This is an optimization exercise on Yosys and OpenROAD, whose aim is small area, a short achievable clock period and few clock cycles, not a production implementation.
Where RTL was checked, it was by simulation tests only, not by an equivalence proof against the original.
Power and IR drop assume default switching activity.

== v23 ==
==> flow/design.v (excerpt) <==
module LASER (
input CLK,
input RST,
input [3:0] X,
input [3:0] Y,
output [3:0] C1X,
output [3:0] C1Y,
output [3:0] C2X,
output [3:0] C2Y,
output reg DONE);
localparam [255:0] LE_T = {16'hffff, 16'h7fff, 16'h3fff, 16'h1fff, 16'h0fff, 16'h07ff, 16'h03ff, 16'h01ff, 16'h00ff, 16'h007f, 16'h003f, 16'h001f, 16'h000f, 16'h0007, 16'h0003, 16'h0001};
localparam [255:0] GE_T = {16'h8000, 16'hc000, 16'he000, 16'hf000, 16'hf800, 16'hfc00, 16'hfe00, 16'hff00, 16'hff80, 16'hffc0, 16'hffe0, 16'hfff0, 16'hfff8, 16'hfffc, 16'hfffe, 16'hffff};
localparam M_PRE = 3'd0, M_COL = 3'd1, M_D1 = 3'd2, M_D2 = 3'd3, M_ACT0 = 3'd4, M_ACT = 3'd5;
reg [7:0] ring [0:39];           
reg [7:0] lohi [0:39];           
reg [39:0] act;
reg run;                         
reg [5:0] icnt;                  
reg [2:0] mode;
reg [3:0] xn;                    
reg [3:0] x;                     
reg first;                       
reg sfirst;                      
reg cur;                         
reg [3:0] pass;
  ...
Size: ~7,100 cells after synthesis, roughly 960 flip-flops, about 27 I/O pins, roughly 0.068 mm2 of cells after synthesis.
export LEC_CHECK = 0
export ABC_CLOCK_PERIOD_IN_PS = 3500
export CAP_MARGIN = 20
export CORE_MARGIN = 2
export CORE_UTILIZATION = 65
export SLEW_MARGIN = 20
create_clock -name core_clock -period 11.0 [get_ports {CLK}]
run.sh (not shown) runs the stock make flow with config.mk's settings and CLKGATE_MAP_FILE= SYNTH_SCRIPT=/design/flow/synth_recipe.tcl, a recipe that flattens the netlist after the stock synthesis.
v23 reached the end of the flow, and the finished layout is clean on the timing, DRC and antenna checks.
Testbench counts of v23, summed over its fixed seeds: cycles 4,812.
The inputs of v25 differ from those of v23 as listed below.
diff --git a/flow/design.v b/flow/design.v
--- a/flow/design.v
+++ b/flow/design.v
@@ -75,15 +75,30 @@
   wire u3 = m[5] ^ m[6] ^ m[7];
   wire u4 = (m[5] & m[6]) | (m[5] & m[7]) | (m[6] & m[7]);
   wire u5 = u2 ^ u3 ^ m[8];
   wire u6 = (u2 & u3) | (u2 & m[8]) | (u3 & m[8]);
   wire u7 = u4 ^ m[9] ^ m[10];
   wire u8 = (u4 & m[9]) | (u4 & m[10]) | (m[9] & m[10]);
-  wire [5:0] r0 = {1'b0, u8, u6, u5, u1, m[0]};
-  wire [5:0] r1 = {1'b0, 1'b0, u7, 1'b0, 1'b0, m[1]};
-  assign s = r0 + r1;
+  wire f0 = m[0] ^ m[1] ^ 1'b0;
+  wire g0 = (m[0] & m[1]) | (m[0] & 1'b0) | (m[1] & 1'b0);
+  assign s[0] = f0;
+  wire f1 = u1 ^ 1'b0 ^ g0;
+  wire g1 = (u1 & 1'b0) | (u1 & g0) | (1'b0 & g0);
+  assign s[1] = f1;
+  wire f2 = u5 ^ 1'b0 ^ g1;
+  wire g2 = (u5 & 1'b0) | (u5 & g1) | (1'b0 & g1);
+  assign s[2] = f2;
+  wire f3 = u6 ^ u7 ^ g2;
+  wire g3 = (u6 & u7) | (u6 & g2) | (u7 & g2);
+  assign s[3] = f3;
+  wire f4 = u8 ^ 1'b0 ^ g3;
+  wire g4 = (u8 & 1'b0) | (u8 & g3) | (1'b0 & g3);
+  assign s[4] = f4;
+  wire f5 = 1'b0 ^ 1'b0 ^ g4;
+  wire g5 = (1'b0 & 1'b0) | (1'b0 & g4) | (1'b0 & g4);
+  assign s[5] = f5;
 endmodule
 module LASER (
 input CLK,
 input RST,
 input [3:0] X,
 input [3:0] Y,
@@ -213,27 +228,27 @@
 for (gu = 0; gu < 16; gu = gu + 1) begin : pcs
     LASER_pcA ua (.a(cv[gu]), .m(pa[gu]));
     LASER_pcB ub (.m(part[gu]), .s(cnt[gu]));
 end
 endgenerate
 wire [6:0] k0 = {1'b1, cnt[0]};
-wire [6:0] k1 = {1'b1, cnt[1]};
-wire [6:0] k2 = {1'b1, cnt[2]};
-wire [6:0] k3 = {1'b1, cnt[3]};
-wire [6:0] k4 = {1'b1, cnt[4]};
-wire [6:0] k5 = {1'b1, cnt[5]};
-wire [6:0] k6 = {1'b1, cnt[6]};
-wire [6:0] k7 = {1'b1, cnt[7]};
-wire [6:0] k8 = {1'b1, cnt[8]};
-wire [6:0] k9 = {1'b1, cnt[9]};
-wire [6:0] k10 = {1'b1, cnt[10]};
-wire [6:0] k11 = {1'b1, cnt[11]};
-wire [6:0] k12 = {1'b1, cnt[12]};
-wire [6:0] k13 = {1'b1, cnt[13]};
-wire [6:0] k14 = {1'b1, cnt[14]};
-wire [6:0] k15 = {1'b1, cnt[15]};
+wire [6:0] k1 = {xs != 0, cnt[1]};
+wire [6:0] k2 = {xs != 0, cnt[2]};
+wire [6:0] k3 = {xs != 0, cnt[3]};
+wire [6:0] k4 = {xs != 0, cnt[4]};
+wire [6:0] k5 = {xs != 0, cnt[5]};
+wire [6:0] k6 = {xs != 0, cnt[6]};
+wire [6:0] k7 = {xs != 0, cnt[7]};
+wire [6:0] k8 = {xs != 0, cnt[8]};
+wire [6:0] k9 = {xs != 0, cnt[9]};
+wire [6:0] k10 = {xs != 0, cnt[10]};
+wire [6:0] k11 = {xs != 0, cnt[11]};
+wire [6:0] k12 = {xs != 0, cnt[12]};
+wire [6:0] k13 = {xs != 0, cnt[13]};
+wire [6:0] k14 = {xs != 0, cnt[14]};
+wire [6:0] k15 = {xs != 0, cnt[15]};
 wire c0_1 = f_ge7(k1, k0);
 wire c0_2 = f_ge7(k2, k0);
 wire c0_3 = f_ge7(k3, k0);
 wire c1_2 = f_ge7(k2, k1);
 wire c1_3 = f_ge7(k3, k1);
 wire c2_3 = f_ge7(k3, k2);
@@ -345,13 +360,13 @@
         s3v <= 1'b0;
     end else if (!run) begin
         icnt <= icnt + 1;
         if (icnt == 39) begin
             run <= 1'b1;
             mode <= M_PRE;
-            xn <= 1;
+            xn <= 0;
             first <= 1'b1;
             cur <= 1'b0;
             pass <= 0;
             cA <= 0;
             cB <= 0;
         end
### Flow results
v25: full flow OK, the timing, DRC and antenna checks passed
Global-route usage sits lower in v25 than in v23.
Compared v25 vs v23, and non-clock buffer count is up in v25.
Number of cell instances on the worst register-to-register path was higher in the run labelled v25.
Static leakage essentially unchanged between v25 and v23.
Total stage count of the critical path, v25 and v23, lower one = v23.
For combined area of all synthesized cells, v23 and v25 come out practically identical.
Function not checked in v25: the RTL went through the layout flow alone.

========
== exp/willow ==
Another version of the RTL of LASER (not shown whole).
For scale: roughly 7,100 cells after synthesis, roughly 960 flip-flops, roughly 27 I/O pins, about 0.068 sq mm of cells after synthesis.
## LASER
module LASER (
input CLK,
input RST,
input [3:0] X,
input [3:0] Y,
output [3:0] C1X,
output [3:0] C1Y,
output [3:0] C2X,
output [3:0] C2Y,
output reg DONE);
export LEC_CHECK = 0
export ABC_CLOCK_PERIOD_IN_PS = 3500
export CAP_MARGIN = 20
export CORE_MARGIN = 2
export CORE_UTILIZATION = 65
export SLEW_MARGIN = 20
create_clock -name core_clock -period 11.0 [get_ports {CLK}]
Testbench counts of exp/willow, summed over its fixed seeds: cycles 4,812.
Edits applied to the flow inputs when going from exp/willow to exp/umber:
--- a/flow/design.v
+++ b/flow/design.v
@@ -222,39 +222,39 @@
     assign ocv[gk] = f_le4(l, oth[7:4]) & f_le4(oth[7:4], h);
 end
 endgenerate
 wire [10:0] pa [0:15];
 wire [5:0] cnt [0:15];
 generate
 for (gu = 0; gu < 16; gu = gu + 1) begin : pcs
     LASER_pcA ua (.a(cv[gu]), .m(pa[gu]));
     LASER_pcB ub (.m(part[gu]), .s(cnt[gu]));
 end
 endgenerate
 wire [6:0] k0 = {1'b1, cnt[0]};
-wire [6:0] k1 = {1'b1, cnt[1]};
-wire [6:0] k2 = {1'b1, cnt[2]};
-wire [6:0] k3 = {1'b1, cnt[3]};
-wire [6:0] k4 = {1'b1, cnt[4]};
-wire [6:0] k5 = {1'b1, cnt[5]};
-wire [6:0] k6 = {1'b1, cnt[6]};
-wire [6:0] k7 = {1'b1, cnt[7]};
-wire [6:0] k8 = {1'b1, cnt[8]};
-wire [6:0] k9 = {1'b1, cnt[9]};
-wire [6:0] k10 = {1'b1, cnt[10]};
-wire [6:0] k11 = {1'b1, cnt[11]};
-wire [6:0] k12 = {1'b1, cnt[12]};
-wire [6:0] k13 = {1'b1, cnt[13]};
-wire [6:0] k14 = {1'b1, cnt[14]};
-wire [6:0] k15 = {1'b1, cnt[15]};
+wire [6:0] k1 = {xs != 0, cnt[1]};
+wire [6:0] k2 = {xs != 0, cnt[2]};
+wire [6:0] k3 = {xs != 0, cnt[3]};
+wire [6:0] k4 = {xs != 0, cnt[4]};
+wire [6:0] k5 = {xs != 0, cnt[5]};
+wire [6:0] k6 = {xs != 0, cnt[6]};
+wire [6:0] k7 = {xs != 0, cnt[7]};
+wire [6:0] k8 = {xs != 0, cnt[8]};
+wire [6:0] k9 = {xs != 0, cnt[9]};
+wire [6:0] k10 = {xs != 0, cnt[10]};
+wire [6:0] k11 = {xs != 0, cnt[11]};
+wire [6:0] k12 = {xs != 0, cnt[12]};
+wire [6:0] k13 = {xs != 0, cnt[13]};
+wire [6:0] k14 = {xs != 0, cnt[14]};
+wire [6:0] k15 = {xs != 0, cnt[15]};
 wire c0_1 = f_ge7(k1, k0);
 wire c0_2 = f_ge7(k2, k0);
 wire c0_3 = f_ge7(k3, k0);
 wire c1_2 = f_ge7(k2, k1);
 wire c1_3 = f_ge7(k3, k1);
 wire c2_3 = f_ge7(k3, k2);
 wire w0 = ~c0_1 & ~c0_2 & ~c0_3;
 wire w1 = c0_1 & ~c1_2 & ~c1_3;
 wire w2 = c0_2 & c1_2 & ~c2_3;
 wire w3 = c0_3 & c1_3 & c2_3;
 wire [6:0] grk0 = ({7{w0}} & k0) | ({7{w1}} & k1) | ({7{w2}} & k2) | ({7{w3}} & k3);
 wire [1:0] grl0 = ({2{w1}} & 2'd1) | ({2{w2}} & 2'd2) | ({2{w3}} & 2'd3);
@@ -354,25 +354,25 @@
     end
     DONE <= 1'b0;
     if (RST) begin
         run <= 1'b0;
         icnt <= 0;
         s2v <= 1'b0;
         s3v <= 1'b0;
     end else if (!run) begin
         icnt <= icnt + 1;
         if (icnt == 39) begin
             run <= 1'b1;
             mode <= M_PRE;
-            xn <= 1;
+            xn <= 0;
             first <= 1'b1;
             cur <= 1'b0;
             pass <= 0;
             cA <= 0;
             cB <= 0;
         end
     end else if (DONE) begin
         run <= 1'b0;
         icnt <= 0;
         s2v <= 1'b0;
         s3v <= 1'b0;
     end else begin
@@ -383,29 +383,28 @@
             x <= xn;
             xn <= xn + 1;
             sfirst <= 1'b1;
         end
         M_COL: begin
             x <= xn;
             xn <= xn + 1;
             if (x == 15) mode <= M_D1;
         end
         M_D1: begin
             mode <= M_D2;
             first <= 1'b0;
-            xn <= win[3:0];
         end
         M_D2: begin
-            mode <= take ? M_ACT0 : M_ACT;
-            xn <= take ? 4'd15 : 4'd1;
+            mode <= M_ACT0;
+            xn <= win[3:0];
         end
         default: begin   
             mode <= M_ACT;
             xn <= 1;
         end
         endcase
         if (s3v && s3last) begin
             if (cur) cB <= win; else cA <= win;
             cur <= ~cur;
             pass <= pass + 1;
             DONE <= ceq || pass == 15;
         end
## What came out
Summary of exp/umber over exp/willow: share of layout cells above drive strength 1 was more or less identical, die outline area was more or less identical.
Overall die height: exp/umber vs exp/willow — no meaningful difference
Sequential fraction of total cell area: exp/willow vs exp/umber — no meaningful difference
Looking at clock power share, exp/umber sits above exp/willow.
Cmp exp/umber vs exp/willow: first-pass GRT wire length lower in exp/umber
[compare] base=exp/willow new=exp/umber: area growth from synthesis to final layout flat; total design power down about 0.6%; non-clock buffer count down 3.6%.
Routed length on met2 in exp/umber vs exp/willow: up 1.0%
| utilization | exp/willow vs exp/umber | ≈ equal |
X dimension of the die across exp/umber and exp/willow: no real change.
Testbench counts of exp/umber, summed over its fixed seeds: cycles 4,970.

## static timing again, ports no longer ideal
No port has a modelled driver above. Below, the same layouts with a new extraction and two added sets of constraints. Step 1 sets driving cells, clkbuf_16 on the clock port and buf_2 on the other inputs (assumed; they add their load-dependent delay and slew). Step 2 adds t to the input delays and takes it off the output delays; t is the mean of the earliest and latest rising clock arrival at the registers after step 1. Input paths then give back, and output paths get back, about the clock's delay inside the block. a / b / c = no drivers / after step 1 / after step 2; a / b = the first two.
run | t (ns) | setup WS [ns] | worst setup path after step 2
v23 | 0.766 | 6.222 / 6.222 / 6.222 | register to register
v25 | 0.790 | 6.058 / 6.058 / 6.058 | register to register
exp/willow | 0.778 | 6.119 / 6.119 / 6.119 | register to register
exp/umber | 0.778 | 6.195 / 6.195 / 6.195 | register to register
After both steps every run listed still meets setup and hold.
